This is an optimization exercise on Yosys and OpenROAD, whose aim is small area, not a production implementation.
The RTL was checked by simulation tests, not by an equivalence proof against the original design.
Power and IR drop assume default switching activity.

==> flow/design.v (excerpt) <==
module alu_6_bit(
  input         CLK_I,
  input         RST_N_I,
  input  [5:0]  DATA_IN_1_I,
  input  [5:0]  DATA_IN_2_I,
  input  [5:0]  CONTROL_I,
  input         EN_I,
  output [11:0] DATA_OUT_O,
  output        DONE_O,
  output        BUSY_O
);
reg  [2:0]  st_r;
reg         pre_en_r;
reg  [11:0] res_n;    
reg  [11:0] data_out_r;
wire [5:0] a = DATA_IN_1_I;
wire [5:0] b = DATA_IN_2_I;
wire [5:0] c = CONTROL_I;
wire idle  = ~st_r[2] | (st_r[1] & st_r[0]);
wire sel   = st_r[2] & ~st_r[1];
wire exec  = st_r[2] & st_r[1] & ~st_r[0];
wire start = idle & EN_I & ~pre_en_r;
wire valid = (c[5:4] == 2'b00) && (c[3:0] != 4'd0) && (c[3:0] <= 4'd12);
wire op_add = c[3:0] == 4'd1;
wire op_sub = c[3:0] == 4'd2;
wire op_mul = c[3:0] == 4'd3;
wire op_div = c[3:0] == 4'd4;
wire op_and = c[3:0] == 4'd5;
wire op_or  = c[3:0] == 4'd6;
wire op_not = c[3:0] == 4'd7;
wire op_xor = c[3:0] == 4'd8;
wire op_shl = c[3:0] == 4'd9;
wire op_shr = c[3:0] == 4'd10;
wire op_rr  = c[3:0] == 4'd11;
wire op_rl  = c[3:0] == 4'd12;
wire op_sh  = op_shl | op_shr | op_rr | op_rl;
wire [2:0] bm6 = b % 6'd6;
wire       left = op_shl | op_rl;
wire [2:0] ramt = op_sh & ~op_rr & ~op_rl & (b >= 6'd6) ? 3'd7 : (op_shl | op_shr) ? b[2:0] : bm6;
wire [2:0] damt = left ? ramt : ((ramt == 3'd0) ? 3'd0 : 3'd6 - ramt);
wire [5:0] onehot = (ramt == 3'd7) ? 6'd0 : (6'd1 << damt);
wire       op_as = op_add | op_sub;
wire       op_lg = op_and | op_or | op_xor;
wire       inj   = op_as | op_lg;
wire [5:0] m = op_sh ? onehot : inj ? 6'd1 : b;
wire [5:0] bx = b ^ {6{op_sub}};
  ...
clock: 10.0 ns
lec_check: 0
abc_area: 1
cap_margin: 0
core_margin: 2
core_utilization: 55
gpl_timing_driven: 0
slew_margin: 0
standard.sh (not shown) runs the stock make flow with config.mk's settings and CLKGATE_MAP_FILE= SYNTH_SCRIPT=/design/flow/synth_recipe.tcl, a recipe that flattens the netlist after the stock synthesis.
==> flow/flow/run.sh <==
#!/bin/bash
# Layout flow: the standard synthesis; then the combinational cells are
# re-mapped for area with yosys/abc in a few variants (registers keep their
# cells and names), the smallest variant is proven equivalent to the standard
# netlist and replaces it; then the standard layout from floorplan on,
# with plain buffers (buf_1) on the ports and a clock tree without dummy
# loads. Each tool's output goes to its own log file in this folder.
set -euo pipefail
here=$(pwd)
export BUFFER_PORTS_ARGS="-buffer_cell sky130_fd_sc_hd__buf_1"
export CTS_ARGS="-root_buf sky130_fd_sc_hd__clkbuf_8 -buf_list sky130_fd_sc_hd__clkbuf_8 -dont_use_dummy_load -repair_clock_nets"
bash standard.sh synth > log_synth.txt 2>&1

res=$(ls -d "$here"/orfs/results/*/alu_6_bit/base)
lib=$FLOW_HOME/platforms/$FLOW_PLATFORM/lib/sky130_fd_sc_hd__tt_025C_1v80.lib
cp "$res/1_2_yosys.v" "$here/std_1_2_yosys.v"
mkdir -p "$here/flip8"
python3 "$here/flow/mkmap.py" "$lib" "$here/comb_map.v" > log_mkmap.txt 2>&1
dontuse=$(sed -n '/DONT_USE_CELLS/,/^$/p' "$FLOW_HOME/platforms/$FLOW_PLATFORM/config.mk" | grep -o 'sky130_fd_sc_hd__[a-z0-9_]*' | sed 's/^/-dont_use /' | tr '\n' ' ')
fill() {  # fill TEMPLATE OUT VARIANT EXTRAMAP [ABC_SCRIPT]
  sed -e "s|{LIB}|$lib|g" -e "s|{NET}|$here/std_1_2_yosys.v|" -e "s|{TOP}|$FLOW_TOP|g" \
      -e "s|{MAP}|$here/comb_map.v|" -e "s|{EXTRAMAP}|$4|" -e "s|{SEQ}|$here/flow/cells_seq.v|" \
      -e "s|{DONTUSE}|$dontuse|" -e "s|{ABC}|$here/flow/${5:-resyn.abc}|" \
      -e "s|{STAT}|$here/resyn_$3_stat.txt|" -e "s|{OUT}|$here/resyn_$3.v|" "$1" > "$2"
}
fill "$here/flow/resyn.ys" "$here/resyn_keep.ys" keep ""
fill "$here/flow/resyn.ys" "$here/resyn_ha.ys" ha "-map $here/flow/cells_ha.v"
fill "$here/flow/resyn.ys" "$here/resyn_all.ys" all "-map $here/flow/cells_adders.v"
fill "$here/flow/resyn.ys" "$here/resyn_ha8.ys" ha8 "-map $here/flow/cells_ha.v" resyn_t8.abc
fill "$here/flow/resyn.ys" "$here/resyn_ha20.ys" ha20 "-map $here/flow/cells_ha.v" resyn_t20.abc
for v in keep ha all ha8 ha20; do
  ( yosys -s "$here/resyn_$v.ys" > "log_resyn_$v.txt" 2>&1 || rm -f "$here/resyn_$v.v" ) &
done
( python3 "$here/flow/flip.py" "$here/std_1_2_yosys.v" "$lib" "$here/comb_map.v" "$here/flow/cells_ha.v" \
    "$dontuse" "$here/flow" "$here/resyn_flip.v" "$here/resyn_flip_stat.txt" "$here" \
    > log_flip_run.txt 2>&1 || rm -f "$here/resyn_flip.v" ) &
( FLIP_ABC=resyn_t8.abc python3 "$here/flow/flip.py" "$here/std_1_2_yosys.v" "$lib" "$here/comb_map.v" "$here/flow/cells_ha.v" \
    "$dontuse" "$here/flow" "$here/resyn_flip8.v" "$here/resyn_flip8_stat.txt" "$here/flip8" \
    > log_flip8_run.txt 2>&1 || rm -f "$here/resyn_flip8.v" ) &
wait
best=""; best_area=""
for v in keep ha all ha8 ha20 flip flip8; do
  [[ -s "$here/resyn_$v.v" && -s "$here/resyn_${v}_stat.txt" ]] || continue
  a=$(grep 'Chip area' "$here/resyn_${v}_stat.txt" | awk '{print $NF}')
  echo "$v $a" >> log_choice.txt
  if [[ -z "$best" ]] || awk -v x="$a" -v y="$best_area" 'BEGIN{exit !(x<y)}'; then best=$v; best_area=$a; fi
done
if [[ -n "$best" ]]; then
  fill "$here/flow/equiv.ys" "$here/equiv_run.ys" "$best" ""
  if timeout 1200 yosys -s "$here/equiv_run.ys" > log_equiv.txt 2>&1; then
    cp "$here/resyn_$best.v" "$res/1_2_yosys.v"
    rm -f "$res/1_synth.odb" "$res/1_synth.sdc"
    echo "used $best ($best_area), proven equivalent" >> log_choice.txt
  else
    echo "$best not proven equivalent, keeping the standard netlist" >> log_choice.txt
  fi
else
  echo "re-mapping failed, keeping the standard netlist" >> log_choice.txt
fi
bash standard.sh > log_layout.txt 2>&1
Other scripts of this flow, unchanged in this note and not shown: flow/flow/cells_adders.v, flow/flow/cells_fa_flip.v, flow/flow/cells_fa_flip_bb.v, flow/flow/cells_ha.v, flow/flow/cells_seq.v, flow/flow/equiv.ys, flow/flow/fast.abc, flow/flow/flip.py, flow/flow/mkmap.py, flow/flow/resyn.abc, flow/flow/resyn.ys, flow/flow/resyn_t20.abc, flow/flow/resyn_t8.abc
The starting point ran to the end with no violations.
Change:
--- a/flow/flow/run.sh
+++ b/flow/flow/run.sh
@@ -9,5 +9,5 @@
 here=$(pwd)
 export BUFFER_PORTS_ARGS="-buffer_cell sky130_fd_sc_hd__buf_1"
-export CTS_ARGS="-root_buf sky130_fd_sc_hd__clkbuf_8 -buf_list sky130_fd_sc_hd__clkbuf_8 -dont_use_dummy_load -repair_clock_nets"
+export CTS_ARGS="-root_buf sky130_fd_sc_hd__clkbuf_8 -buf_list sky130_fd_sc_hd__clkbuf_4 -dont_use_dummy_load -repair_clock_nets"
 bash standard.sh synth > log_synth.txt 2>&1
 
Power stays the same.
Area after synthesis does not change.
Die area stays the same.
Count of clock-buffer cells in the layout does not change.
Hold slack does not change.
Setup slack does not change.

[afterwards: timing with drivers on the ports]
The results above use ideal ports. As a check the final layouts listed here were re-extracted and re-timed, cells and wires unchanged.
Step 1 assumes that a clkbuf_16 drives the clock port and a buf_2 every other input.
Step 2 adds t to the input delays and takes it off the output delays; t is the mean of the earliest and latest rising clock arrival at the registers after step 1. Input paths then give back, and output paths get back, about the clock's delay inside the block.
Three values: no drivers, after step 1, after step 2; two values: the first two.
| run | t (ns) | setup slack, ns | hold WS [ns] | worst setup path at the end |
|---|---|---|---|---|
| the first run | 0.291 | 1.018 / 1.018 / 0.727 | 0.452 / 0.452 / 0.452 | input to register |
| the second run | 0.291 | 1.018 / 1.018 / 0.727 | 0.452 / 0.452 / 0.452 | input to register |
After both steps every run listed still meets setup and hold.
